This is an optimization exercise on Yosys and OpenROAD, whose aim is small area, a short achievable clock period and few clock cycles per item, not a production implementation. RTL that was checked went through simulation tests only; none was proved equivalent to the original.

// dotproduct
module dotproduct (
    input  logic         clk_i,
    input  logic         rst_ni,
    input  logic         start_i,
    input  logic [7:0]   nnz_i,
    input  logic [31:0]  a0_i, a1_i, a2_i, a3_i, a4_i,
                         a5_i, a6_i, a7_i, a8_i, a9_i,
    input  logic [31:0]  b0_i, b1_i, b2_i, b3_i, b4_i,
                         b5_i, b6_i, b7_i, b8_i, b9_i,
    input  logic [31:0]  c_i,
    output logic [63:0]  result_o,
    output logic         busy_o,
    output logic         result_valid_o,
    output logic [31:0]  cycle_count_o
);
Size: ~3700 cells after synthesis, roughly 0.026 sq mm of cells after synthesis.
Settings: LEC_CHECK=0, ABC_AREA=1, CAP_MARGIN=50, CORE_MARGIN=2, CORE_UTILIZATION=40, SLEW_MARGIN=60; clock period 15.0 ns.
standard.sh (not shown) runs the stock make flow with config.mk's settings and CLKGATE_MAP_FILE= SYNTH_SCRIPT=/design/flow/synth_recipe.tcl, a recipe that flattens the netlist after the stock synthesis.
==> flow/flow/run.sh <==
#!/bin/bash
set -o pipefail
export BUFFER_PORTS_ARGS="-buffer_cell sky130_fd_sc_hd__buf_1"
bash standard.sh SYNTH_ARGS=-noabc SETUP_SLACK_MARGIN=9.0 finish > standard.log 2>&1
Testbench counts at the start, summed over its fixed seeds: cycles 18,851, items 2,400.
Then changed:
==> flow/flow/run.sh (replaced) <==
#!/bin/bash
set -o pipefail
export BUFFER_PORTS_ARGS="-buffer_cell sky130_fd_sc_hd__buf_1"
bash standard.sh SETUP_SLACK_MARGIN=9.25 finish > standard.log 2>&1
CAP_MARGIN = 40   (was 50)
CTS_BUF_LIST = sky130_fd_sc_hd__clkbuf_4 sky130_fd_sc_hd__clkbuf_8   (was not set)
SLEW_MARGIN = 50   (was 60)
After rerunning:
- global-route usage climbs by 1.1 points
- cell count grows by 7.7%
- clock-buffer cell count does not change
- wire length grows by 8.1%
- non-clock buffer count climbs by 80
- setup slack gets better by 0.14 ns
- via count rose by 7.3%
- synthesized area is higher by 3.9%
Then changed:
==> flow/flow/run.sh (replaced) <==
#!/bin/bash
set -o pipefail
export BUFFER_PORTS_ARGS="-buffer_cell sky130_fd_sc_hd__buf_1"
bash standard.sh SYNTH_ARGS=-noabc SETUP_SLACK_MARGIN=9.35 finish > standard.log 2>&1
CAP_MARGIN = 50   (was 40)
CTS_BUF_LIST = not set   (was sky130_fd_sc_hd__clkbuf_4 sky130_fd_sc_hd__clkbuf_8)
SLEW_MARGIN = 60   (was 50)
Effect: The changed run went through all stages and came out clean. Worst hold slack got worse by 0.0064 ns. Die area falls by 3.7%. Worst setup slack gets better by 0.060 ns. Global-route usage shrinks by 0.86 points. Via count goes down by 5.0%. Cell area goes down by 3.1%.
Then changed:
==> flow/flow/run.sh (replaced) <==
#!/bin/bash
set -o pipefail
export BUFFER_PORTS_ARGS="-buffer_cell sky130_fd_sc_hd__buf_1"
bash standard.sh SETUP_SLACK_MARGIN=8.5 finish > standard.log 2>&1
CAP_MARGIN = 20   (was 50)
SLEW_MARGIN = 20   (was 60)
Outcome: The changed run finished clean. Utilization drops by 2.5 points. Wire length climbs by 4.3%.

---

Setup of before:
Another version of the RTL of dotproduct (not shown whole).
For scale: about 4000 cells after synthesis, roughly 160 flip-flops, roughly 780 I/O pins.
export LEC_CHECK = 0
export ABC_AREA = 1
export CAP_MARGIN = 20
export CORE_MARGIN = 2
export CORE_UTILIZATION = 40
export PLACE_DENSITY = 0.8
export SLEW_MARGIN = 20
create_clock -name core_clock -period 15.0 [get_ports {clk_i}]
==> flow/flow/run.sh <==
#!/bin/bash
set -o pipefail
export BUFFER_PORTS_ARGS="-buffer_cell sky130_fd_sc_hd__buf_1"
bash standard.sh SETUP_SLACK_MARGIN=8.5 finish > standard.log 2>&1
Setup changes, before to after
--- a/flow/config.mk
+++ b/flow/config.mk
@@ -11,2 +11,2 @@
-export CORE_UTILIZATION = 40
-export PLACE_DENSITY = 0.8
+export CORE_UTILIZATION = 65
+export PLACE_DENSITY = 0.75
Findings:
after got as far as I/O pin placement, where a tool error ended the run.
after: horizontal die dimension lower than before
Number of storage elements in the synthesis netlist: before vs after identical
before -> after: post-synthesis cell type count delta 0, exact match
Reported for after and before, async set-reset flop share out of synthesis turned out identical to the last digit.
From after to before, synthesized area did not move at all.
For y dimension of the die, dividing the value from after by the value from before gives 0.79.
As far as xor/xnor cell area share of the yosys netlist is concerned, before and after perform about the same.
Number of placement rows is lower on after
Between after and before, it is after whose starting utilization of the core area is higher, by 25 points.
Function was not checked in any run of this note: the RTL went through the layout flow alone.

---

RTL: one of the versions met above, not the one the previous note started from.
Size: roughly 4,000 cells after synthesis, roughly 27,000 sq um of cells after synthesis.
==> flow/config.mk <==
export PLATFORM = sky130hd
export DESIGN_NAME = dotproduct
export DESIGN_NICKNAME = dotproduct
export VERILOG_FILES = /design/flow/design.v
export SDC_FILE = /design/flow/constraint.sdc
export NUM_CORES = 4
export LEC_CHECK = 0
export ABC_AREA = 1
export CAP_MARGIN = 20
export CORE_MARGIN = 2
export CORE_UTILIZATION = 40
export PLACE_DENSITY = 0.8
export SLEW_MARGIN = 20
==> flow/constraint.sdc <==
create_clock -name core_clock -period 15.0 [get_ports {clk_i}]
set_input_delay 3.0000 -clock core_clock [delete_from_list [all_inputs] [get_ports {clk_i}]]
set_output_delay 3.0000 -clock core_clock [all_outputs]
set_load 0.01 [all_outputs]
Scripts as last shown in full above: flow/flow/run.sh
The baseline passed the timing, design-rule and antenna checks.
Testbench counts at the start, summed over its fixed seeds: cycles 18,851, items 2,400.
Then changed:
==> flow/flow/run.sh (replaced) <==
#!/bin/bash
set -o pipefail
export BUFFER_PORTS_ARGS="-buffer_cell sky130_fd_sc_hd__buf_1"
bash standard.sh SETUP_SLACK_MARGIN=9.25 finish > standard.log 2>&1
- CAP_MARGIN: 20 -> 50
- PLACE_DENSITY: 0.8 -> unset
- SLEW_MARGIN: 20 -> 60
Result:
- worst setup slack gets better by 0.64 ns
- first-iteration DRC count decreases by 13%
- final area increases by 4.4%
- maximum frequency increases by 11%
- routed wire length increases by 6.4%
- via count decreases by 1.5%
- synthesized area is unchanged
Then changed:
==> flow/flow/run.sh (replaced) <==
#!/bin/bash
set -o pipefail
export BUFFER_PORTS_ARGS="-buffer_cell sky130_fd_sc_hd__buf_1"
bash standard.sh SETUP_SLACK_MARGIN=9.5 finish > standard.log 2>&1
- CAP_MARGIN: 50 -> 20
- SLEW_MARGIN: 60 -> 20
After rerunning:
- The new run produced a clean layout
- cell count rose by 2.8%
- maximum frequency goes up by 1.2%
- wire length increases by 4.4%
- clock skew increases by 0.019 ns
Then changed:
==> flow/flow/run.sh (replaced) <==
#!/bin/bash
set -o pipefail
export BUFFER_PORTS_ARGS="-buffer_cell sky130_fd_sc_hd__buf_1"
bash standard.sh SETUP_SLACK_MARGIN=9.0 finish > standard.log 2>&1
- CTS_BUF_LIST: unset -> sky130_fd_sc_hd__clkbuf_4 sky130_fd_sc_hd__clkbuf_8
- GPL_TIMING_DRIVEN: unset -> 1
Result:
- die area stays the same
- worst setup slack loses 0.30 ns
- non-clock buffer count goes down by 93
- cell area fell by about 7%
- clock-buffer cell count stays the same
Then changed:
==> flow/flow/run.sh (replaced) <==
#!/bin/bash
set -o pipefail
export BUFFER_PORTS_ARGS="-buffer_cell sky130_fd_sc_hd__buf_1"
bash standard.sh SETUP_SLACK_MARGIN=8.5 finish > standard.log 2>&1
- CORE_UTILIZATION: 40 -> 65
- CTS_BUF_LIST: sky130_fd_sc_hd__clkbuf_4 sky130_fd_sc_hd__clkbuf_8 -> unset
- GPL_TIMING_DRIVEN: 1 -> unset
- PLACE_DENSITY: unset -> 0.75
With this change the flow failed in I/O pin placement.
Synthesized area is unchanged.
Synthesized cell count does not change.

---

Another version of the RTL of dotproduct (not shown whole).
For scale: about 3800 cells after synthesis, roughly 170 flip-flops.
clock: 15.0 ns
lec_check: 0
abc_area: 1
cap_margin: 50
core_margin: 2
core_utilization: 40
cts_buf_list: sky130_fd_sc_hd__clkbuf_4 sky130_fd_sc_hd__clkbuf_8
slew_margin: 60
==> flow/flow/run.sh <==
#!/bin/bash
set -o pipefail
export BUFFER_PORTS_ARGS="-buffer_cell sky130_fd_sc_hd__buf_1"
bash standard.sh SETUP_SLACK_MARGIN=9.25 finish > standard.log 2>&1
Next try:
--- a/flow/config.mk
+++ b/flow/config.mk
@@ -8,6 +8,5 @@
 export ABC_AREA = 1
-export CAP_MARGIN = 50
+export CAP_MARGIN = 20
 export CORE_MARGIN = 2
 export CORE_UTILIZATION = 40
-export CTS_BUF_LIST = sky130_fd_sc_hd__clkbuf_4 sky130_fd_sc_hd__clkbuf_8
-export SLEW_MARGIN = 60
+export SLEW_MARGIN = 20
Effect: Synthesized area stays the same; wire length came out higher by 2.9%; cell count increases by 2.4%.
Next try:
==> flow/flow/run.sh (replaced) <==
#!/bin/bash
set -o pipefail
export BUFFER_PORTS_ARGS="-buffer_cell sky130_fd_sc_hd__buf_1"
bash standard.sh SETUP_SLACK_MARGIN=8.5 finish > standard.log 2>&1
Hold slack barely changes.
Utilization came out lower by 4.3 points.
Clock skew barely changes.
Routed wire length came out lower by a few percent.
Die area does not change.
Synthesized area stays the same.
Via count came out lower by a few percent.
Critical path depth is unchanged.
Global-route usage came out lower by 0.77 points.
Sequential share of layout area came out higher by 0.89 points.
Next try:
==> flow/flow/run.sh (replaced) <==
#!/bin/bash
set -o pipefail
export BUFFER_PORTS_ARGS="-buffer_cell sky130_fd_sc_hd__buf_1"
bash standard.sh SETUP_SLACK_MARGIN=9.0 finish > standard.log 2>&1
Core utilization went up by 2.7 points.
Global-route usage is higher by 0.34 points.
Worst setup slack gains 0.35 ns.
No run of this note included a check of the RTL's function; only the layout flow was run.

---

dotproduct with an RTL version that a note above also has.
Size in the first run: ~4000 cells after synthesis, roughly 780 I/O pins, roughly 27000 um^2 of cells after synthesis.
==> flow/config.mk <==
export PLATFORM = sky130hd
export DESIGN_NAME = dotproduct
export DESIGN_NICKNAME = dotproduct
export VERILOG_FILES = /design/flow/design.v
export SDC_FILE = /design/flow/constraint.sdc
export NUM_CORES = 4
export LEC_CHECK = 0
export ABC_AREA = 1
export CAP_MARGIN = 20
export CORE_MARGIN = 2
export CORE_UTILIZATION = 40
export SLEW_MARGIN = 20
==> flow/constraint.sdc <==
create_clock -name core_clock -period 15.0 [get_ports {clk_i}]
set_input_delay 3.0000 -clock core_clock [delete_from_list [all_inputs] [get_ports {clk_i}]]
set_output_delay 3.0000 -clock core_clock [all_outputs]
set_load 0.01 [all_outputs]
==> flow/flow/run.sh <==
#!/bin/bash
set -o pipefail
export BUFFER_PORTS_ARGS="-buffer_cell sky130_fd_sc_hd__buf_1"
bash standard.sh SETUP_SLACK_MARGIN=9.0 finish > standard.log 2>&1
The baseline went through all stages and came out clean.
Testbench counts at the start, summed over its fixed seeds: cycles 18,851, items 2,400.
Then changed:
==> flow/flow/run.sh (replaced) <==
#!/bin/bash
set -o pipefail
export BUFFER_PORTS_ARGS="-buffer_cell sky130_fd_sc_hd__buf_1"
bash standard.sh SETUP_SLACK_MARGIN=9.1 finish > standard.log 2>&1
- CAP_MARGIN: 20 -> 50
- SLEW_MARGIN: 20 -> 60
Effect: The changed run went through all stages and came out clean; cell area fell by 0.70%; worst hold slack improved by 0.0069 ns; clock-buffer cell count rose by 3; global-route usage stays flat; routed wire length stays flat; sequential share of layout area barely changes; synthesized area stays the same; worst setup slack improved by 0.10 ns; via count fell by 0.69%.

[what the ideal ports hide]
In the flow no input, the clock included, has a driving cell. The finished layouts below were timed again as built, in two steps.
Step 1: set_driving_cell puts a clkbuf_16 on clk_i and a buf_2 on each other input, an assumption about the parent block.
Step 2, shift: input delay + t, output delay - t, t = (earliest + latest rising clock arrival at the registers) / 2. This alone moves slack from input paths to output paths.
a / b / c = no drivers / after step 1 / after step 2; a / b = the first two.
run	t, ns	slack for setup (ns)	worst setup path after step 2	cell pins on the clock port's net
the first run of note 1	0.553	9.194 / 9.130 / 9.277	input to register	1
the second run of note 1	0.606	9.337 / 9.281 / 9.067	input to register	1
the third run of note 1	0.551	9.397 / 9.336 / 9.229	input to register	1
the fourth run of note 1	0.542	8.699 / 8.639 / 8.587	input to register	1
before	0.546	8.611 / 8.611 / 8.611	register to register	1
the first run of note 3	0.526	8.724 / 8.665 / 8.343	input to register	1
the second run of note 3	0.544	9.361 / 9.301 / 9.117	input to register	1
the third run of note 3	0.542	9.428 / 9.372 / 9.089	input to register	1
the fourth run of note 3	0.597	9.124 / 9.068 / 8.818	input to register	1
the first run of note 4	0.642	9.110 / 9.040 / 9.286	input to register	1
the second run of note 4	0.564	9.108 / 9.041 / 9.111	input to register	1
the third run of note 4	0.559	8.725 / 8.660 / 8.790	register to register	1
the fourth run of note 4	0.557	9.079 / 9.016 / 9.121	input to register	1
the first run of note 5	0.548	9.109 / 9.045 / 8.823	input to register	1
the second run of note 5	0.546	9.211 / 9.151 / 9.112	input to register	1
After both steps every run listed still meets setup and hold. The setup slack of the first run of note 3, which loses most, moves by -0.059 ns with the drivers and by -0.381 ns with both steps.
